What follows belongs to an exercise in optimizing a design on an open flow for small area; a production flow would make more cautious choices.
The RTL was checked by simulation tests, not by an equivalence proof against the original design.
No driver is modelled on the clock port, so clocking that relies on it looks cheaper here than on a real chip.
Power and IR drop assume default switching activity.

==> v13: inputs <==
Design hz_counter, start of the top module:
module hz_counter(
	input wire clk_100kHz,
	input wire rst,
	input wire sig_source,
	input wire tick_1Hz,
	output reg [13:0] sig_Hz
    );
	reg src_d;
	reg sig_state;
	reg [16:0] cnt;
	reg [3:0] scnt;
	reg [15:0] rem;
	reg [14:0] quot;
	wire sig_rise = sig_source & ~src_d;
	wire m_end = ~rst & sig_rise & sig_state;
	wire busy = ~quot[14];
	wire last = busy & quot[13];
	wire z9 = ~|quot[13:9];
	wire z7 = z9 & ~quot[8] & ~quot[7];
	wire z5 = z7 & ~quot[6] & ~quot[5];
	wire z4 = z5 & ~quot[4];
	wire nbit = (z9 & quot[8]) | (z7 & quot[6]) | (z5 & quot[4]) | (z4 & quot[3]);
	wire [16:0] t = {rem, nbit};
	wire [16:0] b = busy ? ~t : 17'd0;
	wire [17:0] c;
	wire [16:0] s;
	assign c[0] = ~busy;
	genvar i;
	generate for (i = 0; i < 17; i = i + 1) begin : add
		assign s[i] = cnt[i] ^ b[i] ^ c[i];
		assign c[i+1] = (cnt[i] & b[i]) | (c[i] & (cnt[i] ^ b[i]));
	end endgenerate
	wire ge = ~c[17];                        
	wire [15:0] rem_nx = ge ? ~s[15:0] : t[15:0];
	wire [3:0] scnt_nx = sig_state ? scnt + 4'd1 : 4'd0;
	wire [13:0] small_q =
		(cnt[2:0] == 3'd0) ? 14'd0 :
		(cnt[2:0] == 3'd1) ? 14'd8249 :
  ...
==> module hz_counter, before the edit <==
module hz_counter(
	input wire clk_100kHz,
	input wire rst,
	input wire sig_source,
	input wire tick_1Hz,
	output reg [13:0] sig_Hz
    );
	reg src_d;
	reg sig_state;
	reg [16:0] cnt;
	reg [3:0] scnt;
	reg [15:0] rem;
	reg [14:0] quot;
	wire sig_rise = sig_source & ~src_d;
	wire m_end = ~rst & sig_rise & sig_state;
	wire busy = ~quot[14];
	wire last = busy & quot[13];
	wire z9 = ~|quot[13:9];
	wire z7 = z9 & ~quot[8] & ~quot[7];
	wire z5 = z7 & ~quot[6] & ~quot[5];
	wire z4 = z5 & ~quot[4];
	wire nbit = (z9 & quot[8]) | (z7 & quot[6]) | (z5 & quot[4]) | (z4 & quot[3]);
	wire [16:0] t = {rem, nbit};
	wire [16:0] b = busy ? ~t : 17'd0;
	wire [17:0] c;
	wire [16:0] s;
	assign c[0] = ~busy;
	genvar i;
	generate for (i = 0; i < 17; i = i + 1) begin : add
		assign s[i] = cnt[i] ^ b[i] ^ c[i];
		assign c[i+1] = (cnt[i] & b[i]) | (c[i] & (cnt[i] ^ b[i]));
	end endgenerate
	wire ge = ~c[17];                        
	wire [15:0] rem_nx = ge ? ~s[15:0] : t[15:0];
	wire [3:0] scnt_nx = sig_state ? scnt + 4'd1 : 4'd0;
	wire [13:0] small_q =
		(cnt[2:0] == 3'd0) ? 14'd0 :
		(cnt[2:0] == 3'd1) ? 14'd8249 :
		(cnt[2:0] == 3'd2) ? 14'd10678 :
		(cnt[2:0] == 3'd3) ? 14'd7118 :
		(cnt[2:0] == 3'd4) ? 14'd11892 :
		(cnt[2:0] == 3'd5) ? 14'd6892 :
		(cnt[2:0] == 3'd6) ? 14'd3559 :
		                      14'd1178;
	wire is_small = ~|cnt[16:3];
	wire [14:0] quot_nx =
		rst   ? 15'h4000 :
		m_end ? 15'd1 :
		busy  ? ({quot[13:0], ge & ~is_small} | {1'b0, small_q & {14{last & is_small}}}) :
		        quot;
	always @ (posedge clk_100kHz) begin
		src_d <= sig_source;
	end
	always @ (posedge clk_100kHz) begin
		if (rst)
			sig_state <= 1'b0;
		else if (sig_rise)
			sig_state <= ~sig_state;
	end
	wire c_load = busy & (m_end | last);
	wire c_hold = busy & ~(m_end | last);
	wire c_inc = ~busy & sig_state;
	always @(posedge clk_100kHz) begin
		cnt <= ({17{c_hold}} & cnt) | ({17{c_inc}} & s[16:0]) | ({17{c_load}} & {13'd0, scnt_nx});
	end
	always @(posedge clk_100kHz) begin
		scnt <= scnt_nx;
	end
	always @(posedge clk_100kHz) begin
		if (m_end)
			rem <= 16'd6;
		else
			rem <= rem_nx;
	end
	always @(posedge clk_100kHz) begin
		quot <= quot_nx;
	end
	always @ (posedge clk_100kHz) begin
		if (rst || tick_1Hz)
			sig_Hz <= quot_nx[13:0];
	end
endmodule
clock: 50.0 ns
lec_check: 0
cap_margin: 20
core_margin: 2
core_utilization: 70
slew_margin: 20
standard.sh (not shown) runs the stock make flow with config.mk's settings and CLKGATE_MAP_FILE= SYNTH_SCRIPT=/design/flow/synth_recipe.tcl, a recipe that flattens the netlist after the stock synthesis.
==> flow/flow/run.sh <==
#!/bin/bash
# Own layout flow: the standard ORFS flow (standard.sh) with
#  - synthesis: the standard script, but ABC maps with the area-oriented
#    script abc_area.script (registers are mapped before ABC, unchanged)
#  - port buffers: the smallest buffer cell
#  - clock: instead of TritonCTS's H-tree, clock_buf.tcl (run just before
#    CTS) drives the flip-flops from MYCLKN buffers placed at the centres of
#    position clusters of the clock pins; CTS then finds the clock already
#    buffered and leaves it.
# Each tool's output goes to its ORFS log under orfs/logs; make's output to
# flow_make.log here.
set -eo pipefail
F=$PWD/flow
export MYCLKN=${MYCLKN:-4}
export MYCLKBUF=${MYCLKBUF:-sky130_fd_sc_hd__clkbuf_8}
bash standard.sh \
  SYNTH_SCRIPT=$F/my_synth.tcl \
  MY_ABC_SCRIPT=$F/abc_area.script \
  "BUFFER_PORTS_ARGS=-buffer_cell sky130_fd_sc_hd__buf_1" \
  PRE_CTS_TCL=$F/clock_buf.tcl \
  finish > flow_make.log 2>&1
==> flow/flow/abc_area.script <==
strash
dc2
dch -f
map -a
topo
==> flow/flow/clock_buf.tcl <==
# Clock buffering: split the clock pins into MYCLKN groups by position
# (k-means) and drive each group from its own buffer at the group's centre.
set dbu [[ord::get_db_tech] getDbUnitsPerMicron]
set pins {}
foreach p [get_pins */CLK] {
  set inst [[sta::sta_to_db_pin $p] getInst]
  set bb [$inst getBBox]
  lappend pins [list $p [expr {([$bb xMin] + [$bb xMax]) / 2.0 / $dbu}] [expr {([$bb yMin] + [$bb yMax]) / 2.0 / $dbu}]]
}
set k $::env(MYCLKN)
# initial centres: spread along x
set sorted [lsort -real -index 1 $pins]
set n [llength $sorted]
set cents {}
for {set i 0} {$i < $k} {incr i} {
  set e [lindex $sorted [expr {int(($i + 0.5) * $n / $k)}]]
  lappend cents [list [lindex $e 1] [lindex $e 2]]
}
for {set it 0} {$it < 30} {incr it} {
  set groups {}
  for {set i 0} {$i < $k} {incr i} { lappend groups {} }
  foreach e $pins {
    set best 0; set bd 1e18
    for {set i 0} {$i < $k} {incr i} {
      set c [lindex $cents $i]
      set d [expr {abs([lindex $e 1] - [lindex $c 0]) + abs([lindex $e 2] - [lindex $c 1])}]
      if {$d < $bd} { set bd $d; set best $i }
    }
    lset groups $best [concat [lindex $groups $best] [list $e]]
  }
  set cents {}
  foreach g $groups {
    set sx 0; set sy 0
    foreach e $g { set sx [expr {$sx + [lindex $e 1]}]; set sy [expr {$sy + [lindex $e 2]}] }
    set m [llength $g]; if {$m == 0} { set m 1 }
    lappend cents [list [expr {$sx / $m}] [expr {$sy / $m}]]
  }
}
for {set i 0} {$i < $k} {incr i} {
  set g [lindex $groups $i]
  if {[llength $g] == 0} continue
  set loads {}
  foreach e $g { lappend loads [lindex $e 0] }
  set c [lindex $cents $i]
  puts "clock buffer $i at $c drives [llength $g] pins"
  insert_buffer -buffer_cell $::env(MYCLKBUF) -net clk_100kHz -load_pins $loads -buffer_name clkbuf_leaf_$i -net_name clknet_leaf_$i -location $c
}
==> flow/flow/my_synth.tcl <==
# Standard synthesis (synth_recipe.tcl) with one change: ABC maps the
# combinational logic with the area-oriented script in MY_ABC_SCRIPT.
# Flip-flops are mapped by dfflibmap before ABC runs, so the registers
# (names, count, cell types) are those of the standard synthesis.
proc synth {args} { yosys synth -nofsm -noshare {*}$args }
proc abc {args} {
  set i [lsearch -exact $args -script]
  if { $i >= 0 } { lset args [expr {$i + 1}] $::env(MY_ABC_SCRIPT) }
  yosys abc {*}$args
}
source $::env(SCRIPTS_DIR)/synth.tcl
# left out here: clear keep_hierarchy, flatten, clean up, hide names made inside functions, write 1_2_yosys.v
==> inputs of v30, as changes to v13 <==
--- a/flow/design.v
+++ b/flow/design.v
@@ -35,19 +35,31 @@
 	wire [15:0] rem_nx = ge ? ~s[15:0] : t[15:0];
 	wire [3:0] scnt_nx = sig_state ? scnt + 4'd1 : 4'd0;
-	wire [13:0] small_q =
-		(cnt[2:0] == 3'd0) ? 14'd0 :
-		(cnt[2:0] == 3'd1) ? 14'd8249 :
-		(cnt[2:0] == 3'd2) ? 14'd10678 :
-		(cnt[2:0] == 3'd3) ? 14'd7118 :
-		(cnt[2:0] == 3'd4) ? 14'd11892 :
-		(cnt[2:0] == 3'd5) ? 14'd6892 :
-		(cnt[2:0] == 3'd6) ? 14'd3559 :
-		                      14'd1178;
+	reg [13:0] small_q;
+	always @(*) begin
+		case (cnt[2:0])
+			3'd0: small_q = 14'd0;
+			3'd1: small_q = 14'd8249;
+			3'd2: small_q = 14'd10678;
+			3'd3: small_q = 14'd7118;
+			3'd4: small_q = 14'd11892;
+			3'd5: small_q = 14'd6892;
+			3'd6: small_q = 14'd3559;
+			default: small_q = 14'd1178;
+		endcase
+	end
 	wire is_small = ~|cnt[16:3];
-	wire [14:0] quot_nx =
-		rst   ? 15'h4000 :
-		m_end ? 15'd1 :
-		busy  ? ({quot[13:0], ge & ~is_small} | {1'b0, small_q & {14{last & is_small}}}) :
-		        quot;
+	reg [14:0] quot_nx;
+	always @(*) begin
+		if (rst)
+			quot_nx = 15'h4000;
+		else if (m_end)
+			quot_nx = 15'd1;
+		else if (last && is_small)
+			quot_nx = {1'b1, small_q};
+		else if (busy)
+			quot_nx = {quot[13:0], ge};
+		else
+			quot_nx = quot;
+	end
 	always @ (posedge clk_100kHz) begin
 		src_d <= sig_source;
@@ -59,9 +71,12 @@
 			sig_state <= ~sig_state;
 	end
-	wire c_load = busy & (m_end | last);
-	wire c_hold = busy & ~(m_end | last);
-	wire c_inc = ~busy & sig_state;
 	always @(posedge clk_100kHz) begin
-		cnt <= ({17{c_hold}} & cnt) | ({17{c_inc}} & s[16:0]) | ({17{c_load}} & {13'd0, scnt_nx});
+		if (busy) begin
+			if (m_end || last)
+				cnt <= {13'd0, scnt_nx};
+		end else if (sig_state)
+			cnt <= s[16:0];
+		else
+			cnt <= 17'd0;
 	end
 	always @(posedge clk_100kHz) begin
==> flow/run.sh (new file) <==
#!/bin/bash
# synth_recipe.tcl (not shown) runs the flow's synth.tcl, then flattens the netlist and writes it again
# the make line also repeats each setting of config.mk as NAME=value (left out here)
make -C /OpenROAD-flow-scripts/flow DESIGN_CONFIG=/design/flow/config.mk WORK_HOME=/design/flow/orfs CLKGATE_MAP_FILE= SYNTH_SCRIPT=/design/flow/synth_recipe.tcl finish
--- a/flow/config.mk
+++ b/flow/config.mk
@@ -8,4 +8,4 @@
 export CAP_MARGIN = 20
 export CORE_MARGIN = 2
-export CORE_UTILIZATION = 70
+export CORE_UTILIZATION = 40
 export SLEW_MARGIN = 20
removed: flow/flow/run.sh
removed: flow/flow/abc_area.script
removed: flow/flow/clock_buf.tcl
removed: flow/flow/my_synth.tcl
removed: flow/standard.sh
==> comparison table <==
item	v30	v13
Power in combinational cells	0.00868 mW	0.00587 mW
Clock transition at the register clock pins on the worst setup and hold paths after CTS	0.06 ns	0.10 ns
DIE WIDTH	93.9 um	68.1 um
Most used routing layer	met1	met2
Post-place instance area	0.00346 sq mm	0.00303 sq mm
Syn-to-layout area delta	11.7%	7.08%
Vias in the first global route	1,934	2,090
Stages on the worst setup path	4	9
Placed insts	382	372
Row Count	32	23
Distinct cell type count of the synthesized netlist	37	22
Run status	timing/DRC/antenna clean	timing/DRC/antenna clean
Syn nets	299	324
Cell area after synthesis	0.00323 sq mm	0.00288 sq mm
Instance count along the most critical hold path	1	2
Core box area	0.00777 sq mm	0.00397 sq mm
First-pass GRT wire length	9.60 mm	9.45 mm
Post-Place Worst Slack	38.13 ns	38.29 ns
Total met2 wirelength after detailed routing	2.23 mm	2.96 mm
Sum of buffers and inverters on the critical path	1	4
Complex-gate fraction of the synthesized area	5.61%	14.9%
Cells after synthesis	277	302

## port drivers added, routing unchanged
Ports are ideal in the flow. The routed layouts listed here were re-timed in OpenROAD.
Step 1 sets driving cells, clkbuf_16 on the clock port and buf_2 on the other inputs (assumed; they add their load-dependent delay and slew).
Step 2, shift: input delay + t, output delay - t, t = (earliest + latest rising clock arrival at the registers) / 2. This alone moves slack from input paths to output paths.
Slacks: ideal ports / drivers / drivers and shift; pairs: ideal ports / drivers.
| run | shift t [ns] | setup slack, ns | worst slew at a driven data input, ns | pins driven straight from the clock port |
|---|---|---|---|---|
| v13 | 0.213 | 38.466 / 38.500 / 38.287 | 0.03 | 4 |
| v30 | 0.362 | 38.510 / 38.518 / 38.156 | 0.03 | 1 |
After both steps setup and hold are still met in every run listed. The setup slack of v30, which loses most, moves by +0.008 ns with the drivers and by -0.354 ns with both steps.
